Source: an optimization exercise on an open RTL-to-GDS flow (aim: a short achievable clock period and few clock cycles). Production flows keep margins and buffers that such runs may drop.
In this exercise RTL edits were held to simulation tests only and were not proved equivalent to the original.

==> flow/design.v <==
`timescale 1ns/100ps
`default_nettype none
module MU0_inv   (input wire a, output wire y);           assign y = ~a; endmodule
module MU0_nand2 (input wire a, b, output wire y);        assign y = ~(a & b); endmodule
module MU0_nor2  (input wire a, b, output wire y);        assign y = ~(a | b); endmodule
module MU0_aoi21 (input wire a1, a2, b1, output wire y);  assign y = ~((a1 & a2) | b1); endmodule
module MU0_oai21 (input wire a1, a2, b1, output wire y);  assign y = ~((a1 | a2) & b1); endmodule
module MU0_xnor2 (input wire a, b, output wire y);        assign y = ~(a ^ b); endmodule
module MU0_mux2  (input wire a0, a1, s, output wire y);   assign y = s ? a1 : a0; endmodule
`default_nettype wire
`timescale 1ns/100ps
`default_nettype none
module MU0 (
           input  wire         Clk,
           input  wire         Reset,
           input  wire [15:0]  Din,
           output wire         Rd,
           output wire         Wr,
           output wire [11:0]  Addr,
           output wire [15:0]  Dout,
           output wire         Halted
	   );
reg        fetch_r, oper_r, stop_r;
reg        halt_r;
reg [11:0] addr_r;    
reg [11:0] pc_r;      
reg [11:0] ret_r;     
reg        rd_r, wr_r;
reg [15:0] acc;
reg [15:0] dout_r;    
reg        nz_r;      
reg        lda_r;     
reg [15:0] x_r;       
reg [15:0] k_r;       
wire [2:0]  op = Din[14:12];
wire [11:0] s  = Din[11:0];
wire [11:0] addr_inc = pc_r + 12'd1;
wire        is_lda = (op == 3'd0);
wire        is_sub = (op == 3'd3);
wire        fetch  = fetch_r;
wire to_s;
wire [11:0] addr_next;
assign to_s = ~op[2] | (op == 3'd4) |
            (op == 3'd5 & ~acc[15]) |
            (op == 3'd6 & nz_r);
assign addr_next = fetch ? (to_s ? s : addr_inc) : ret_r;
wire [15:0] gn0, pn0, g1, p1, gn2, pn2, g3, p3, gn4;
genvar i;
generate
  for (i = 0; i < 16; i = i + 1) begin : pfx
    MU0_nand2 l0g (.a(x_r[i]), .b(Din[i]), .y(gn0[i]));
    MU0_nor2  l0p (.a(x_r[i]), .b(Din[i]), .y(pn0[i]));
    if (i >= 1) begin : l1
      MU0_oai21 g (.a1(pn0[i]), .a2(gn0[i-1]), .b1(gn0[i]), .y(g1[i]));
    end else begin : l1
      MU0_inv   g (.a(gn0[i]), .y(g1[i]));
    end
    if (i >= 2) begin : l1p
      MU0_nor2  p (.a(pn0[i]), .b(pn0[i-1]), .y(p1[i]));
    end else begin : l1p
      assign p1[i] = 1'b0;
    end
    if (i >= 2) begin : l2
      MU0_aoi21 g (.a1(p1[i]), .a2(g1[i-2]), .b1(g1[i]), .y(gn2[i]));
    end else begin : l2
      MU0_inv   g (.a(g1[i]), .y(gn2[i]));
    end
    if (i >= 4) begin : l2p
      MU0_nand2 p (.a(p1[i]), .b(p1[i-2]), .y(pn2[i]));
    end else begin : l2p
      assign pn2[i] = 1'b1;
    end
    if (i >= 4) begin : l3
      MU0_oai21 g (.a1(pn2[i]), .a2(gn2[i-4]), .b1(gn2[i]), .y(g3[i]));
    end else begin : l3
      MU0_inv   g (.a(gn2[i]), .y(g3[i]));
    end
    if (i >= 8) begin : l3p
      MU0_nor2  p (.a(pn2[i]), .b(pn2[i-4]), .y(p3[i]));
    end else begin : l3p
      assign p3[i] = 1'b0;
    end
    if (i >= 8) begin : l4
      MU0_aoi21 g (.a1(p3[i]), .a2(g3[i-8]), .b1(g3[i]), .y(gn4[i]));
    end else begin : l4
      MU0_inv   g (.a(g3[i]), .y(gn4[i]));
    end
  end
endgenerate
wire [15:0] h = acc ^ Din;
wire [15:0] a = ~oper_r ? acc : lda_r ? Din : h;
wire [15:0] acc_next;
assign acc_next[0] = a[0];
generate
  for (i = 1; i < 16; i = i + 1) begin : fin
    MU0_xnor2 x (.a(a[i]), .b(gn4[i-1]), .y(acc_next[i]));
  end
endgenerate
wire        res_nz = |(Din ^ k_r);
wire [15:0] on1, o2, on3, o4;
generate
  for (i = 0; i < 16; i = i + 1) begin : nor_pfx
    if (i >= 1) begin : l1
      MU0_nor2  g (.a(acc[i]), .b(acc[i-1]), .y(on1[i]));
    end else begin : l1
      MU0_inv   g (.a(acc[i]), .y(on1[i]));
    end
    if (i >= 2) begin : l2
      MU0_nand2 g (.a(on1[i]), .b(on1[i-2]), .y(o2[i]));
    end else begin : l2
      MU0_inv   g (.a(on1[i]), .y(o2[i]));
    end
    if (i >= 4) begin : l3
      MU0_nor2  g (.a(o2[i]), .b(o2[i-4]), .y(on3[i]));
    end else begin : l3
      MU0_inv   g (.a(o2[i]), .y(on3[i]));
    end
    if (i >= 8) begin : l4
      MU0_nand2 g (.a(on3[i]), .b(on3[i-8]), .y(o4[i]));
    end else begin : l4
      MU0_inv   g (.a(on3[i]), .y(o4[i]));
    end
  end
endgenerate
wire [15:0] acc_neg = acc ^ {o4[14:0], 1'b0};
always @(posedge Clk) begin
  k_r    <= is_lda ? 16'd0 : is_sub ? acc : acc_neg;
  lda_r  <= fetch & is_lda;
  ret_r  <= addr_inc;
  dout_r <= acc;
end
always @(posedge Clk) begin
  x_r <= (~Reset & fetch & ~op[2] & op[1]) ? acc ^ {16{is_sub}} : 16'd0;
  if (Reset) begin
    addr_r <= 12'd0;
    rd_r   <= 1'b1;
    halt_r <= 1'b0;
  end else begin
    if (~stop_r)
      addr_r <= addr_next;
    if (fetch)
      rd_r <= ~((op == 3'd1) | (op == 3'd7));
    else if (~stop_r)
      rd_r <= 1'b1;
    halt_r <= halt_r | (fetch & (op == 3'd7));
  end
end
always @(posedge Clk)
  if (Reset) begin
    fetch_r <= 1'b1;
    oper_r  <= 1'b0;
  end else begin
    fetch_r <= fetch_r ? (op[2] & (op != 3'd7)) : ~stop_r;
    oper_r  <= fetch_r & ~op[2] & (op != 3'd1);
  end
always @(posedge Clk or posedge Reset)
  if (Reset) begin
    stop_r  <= 1'b0;
    pc_r    <= 12'd0;
    wr_r    <= 1'b0;
    acc     <= 16'd0;
    nz_r    <= 1'b0;
  end else begin
    acc <= acc_next;
    if (oper_r)
      nz_r <= res_nz;
    wr_r   <= fetch & (op == 3'd1);
    stop_r <= stop_r | (fetch & (op == 3'd7));
    if (~stop_r)
      pc_r <= addr_next;
  end
assign Addr   = addr_r;
assign Rd     = rd_r;
assign Wr     = wr_r;
assign Dout   = dout_r;
assign Halted = halt_r;
endmodule
`default_nettype wire
export LEC_CHECK = 0
export CAP_MARGIN = 20
export CORE_MARGIN = 2
export CORE_UTILIZATION = 40
export SETUP_SLACK_MARGIN = 2.5
export SLEW_MARGIN = 20
export SYNTH_HIERARCHICAL = 1
export SYNTH_MINIMUM_KEEP_SIZE = 0
create_clock -name core_clock -period 4.0 [get_ports {Clk}]
run.sh (not shown) runs the stock make flow with config.mk's settings and CLKGATE_MAP_FILE= SYNTH_SCRIPT=/design/flow/synth_recipe.tcl, a recipe that flattens the netlist after the stock synthesis.
Testbench counts at the start, summed over its fixed seeds: cycles 83,782.
Change:
--- a/flow/design.v
+++ b/flow/design.v
@@ -20,10 +20,8 @@
            output wire [15:0]  Dout,
            output wire         Halted
 	   );
-reg        fetch_r, oper_r, stop_r;
-reg        halt_r;
+reg        oper_r, store_r, halt_r;
 reg [11:0] addr_r;    
-reg [11:0] pc_r;      
 reg [11:0] ret_r;     
 reg        rd_r, wr_r;
 reg [15:0] acc;
@@ -34,16 +32,13 @@
 reg [15:0] k_r;       
 wire [2:0]  op = Din[14:12];
 wire [11:0] s  = Din[11:0];
-wire [11:0] addr_inc = pc_r + 12'd1;
+wire [11:0] addr_inc = addr_r + 12'd1;
 wire        is_lda = (op == 3'd0);
 wire        is_sub = (op == 3'd3);
-wire        fetch  = fetch_r;
-wire to_s;
-wire [11:0] addr_next;
-assign to_s = ~op[2] | (op == 3'd4) |
+wire        fetch  = ~(oper_r | store_r | halt_r);
+wire to_s = ~op[2] | (op == 3'd4) |
             (op == 3'd5 & ~acc[15]) |
             (op == 3'd6 & nz_r);
-assign addr_next = fetch ? (to_s ? s : addr_inc) : ret_r;
 wire [15:0] gn0, pn0, g1, p1, gn2, pn2, g3, p3, gn4;
 genvar i;
 generate
@@ -134,29 +129,19 @@
   if (Reset) begin
     addr_r <= 12'd0;
     rd_r   <= 1'b1;
-    halt_r <= 1'b0;
-  end else begin
-    if (~stop_r)
-      addr_r <= addr_next;
-    if (fetch)
-      rd_r <= ~((op == 3'd1) | (op == 3'd7));
-    else if (~stop_r)
-      rd_r <= 1'b1;
-    halt_r <= halt_r | (fetch & (op == 3'd7));
+  end else if (fetch) begin
+    addr_r <= to_s ? s : addr_inc;
+    rd_r   <= ~((op == 3'd1) | (op == 3'd7));
+  end else if (~halt_r) begin
+    addr_r <= ret_r;
+    rd_r   <= 1'b1;
   end
 end
-always @(posedge Clk)
-  if (Reset) begin
-    fetch_r <= 1'b1;
-    oper_r  <= 1'b0;
-  end else begin
-    fetch_r <= fetch_r ? (op[2] & (op != 3'd7)) : ~stop_r;
-    oper_r  <= fetch_r & ~op[2] & (op != 3'd1);
-  end
 always @(posedge Clk or posedge Reset)
   if (Reset) begin
-    stop_r  <= 1'b0;
-    pc_r    <= 12'd0;
+    oper_r  <= 1'b0;
+    store_r <= 1'b0;
+    halt_r  <= 1'b0;
     wr_r    <= 1'b0;
     acc     <= 16'd0;
     nz_r    <= 1'b0;
@@ -164,10 +149,16 @@
     acc <= acc_next;
     if (oper_r)
       nz_r <= res_nz;
-    wr_r   <= fetch & (op == 3'd1);
-    stop_r <= stop_r | (fetch & (op == 3'd7));
-    if (~stop_r)
-      pc_r <= addr_next;
+    if (fetch) begin
+      oper_r  <= ~op[2] & (op != 3'd1);
+      store_r <= (op == 3'd1);
+      halt_r  <= (op == 3'd7);
+      wr_r    <= (op == 3'd1);
+    end else if (~halt_r) begin
+      oper_r  <= 1'b0;
+      store_r <= 1'b0;
+      wr_r    <= 1'b0;
+    end
   end
 assign Addr   = addr_r;
 assign Rd     = rd_r;
- The changed run went through all stages and came out clean
- synthesized area drops by 12%
- design area drops by 7.8%
- sequential share of layout area drops by 2.1 points
- utilization climbs by 3.2 points
- synthesized cell count drops by 11%
- routed wire length drops by 8.5%
Testbench counts after the change, summed over its fixed seeds: cycles 83,782.

[port drivers added, routing unchanged]
In the flow no input, the clock included, has a driving cell. The finished layouts below were timed again as built, in two steps. Step 1, drivers: a clkbuf_16 drives Clk and a buf_2 each remaining input, both assumed. Step 2 adds t to the input delays and takes it off the output delays; t is the mean of the earliest and latest rising clock arrival at the registers after step 1. Input paths then give back, and output paths get back, about the clock's delay inside the block. Three values: ideal ports, drivers, drivers and shift; two values: the first two.
run	t (ns)	setup slack, ns	worst setup path after step 2	latest minus earliest clock arrival (ns)	worst data-port slew with drivers (ns)
the first run	0.392	2.352 / 2.312 / 1.992	input to register	0.007 / 0.007	0.08
the second run	0.380	2.316 / 2.280 / 2.018	input to register	0.005 / 0.005	0.13
After both steps every run listed still meets setup and hold. The setup slack of the first run, which loses most, moves by -0.040 ns with the drivers and by -0.360 ns with both steps.
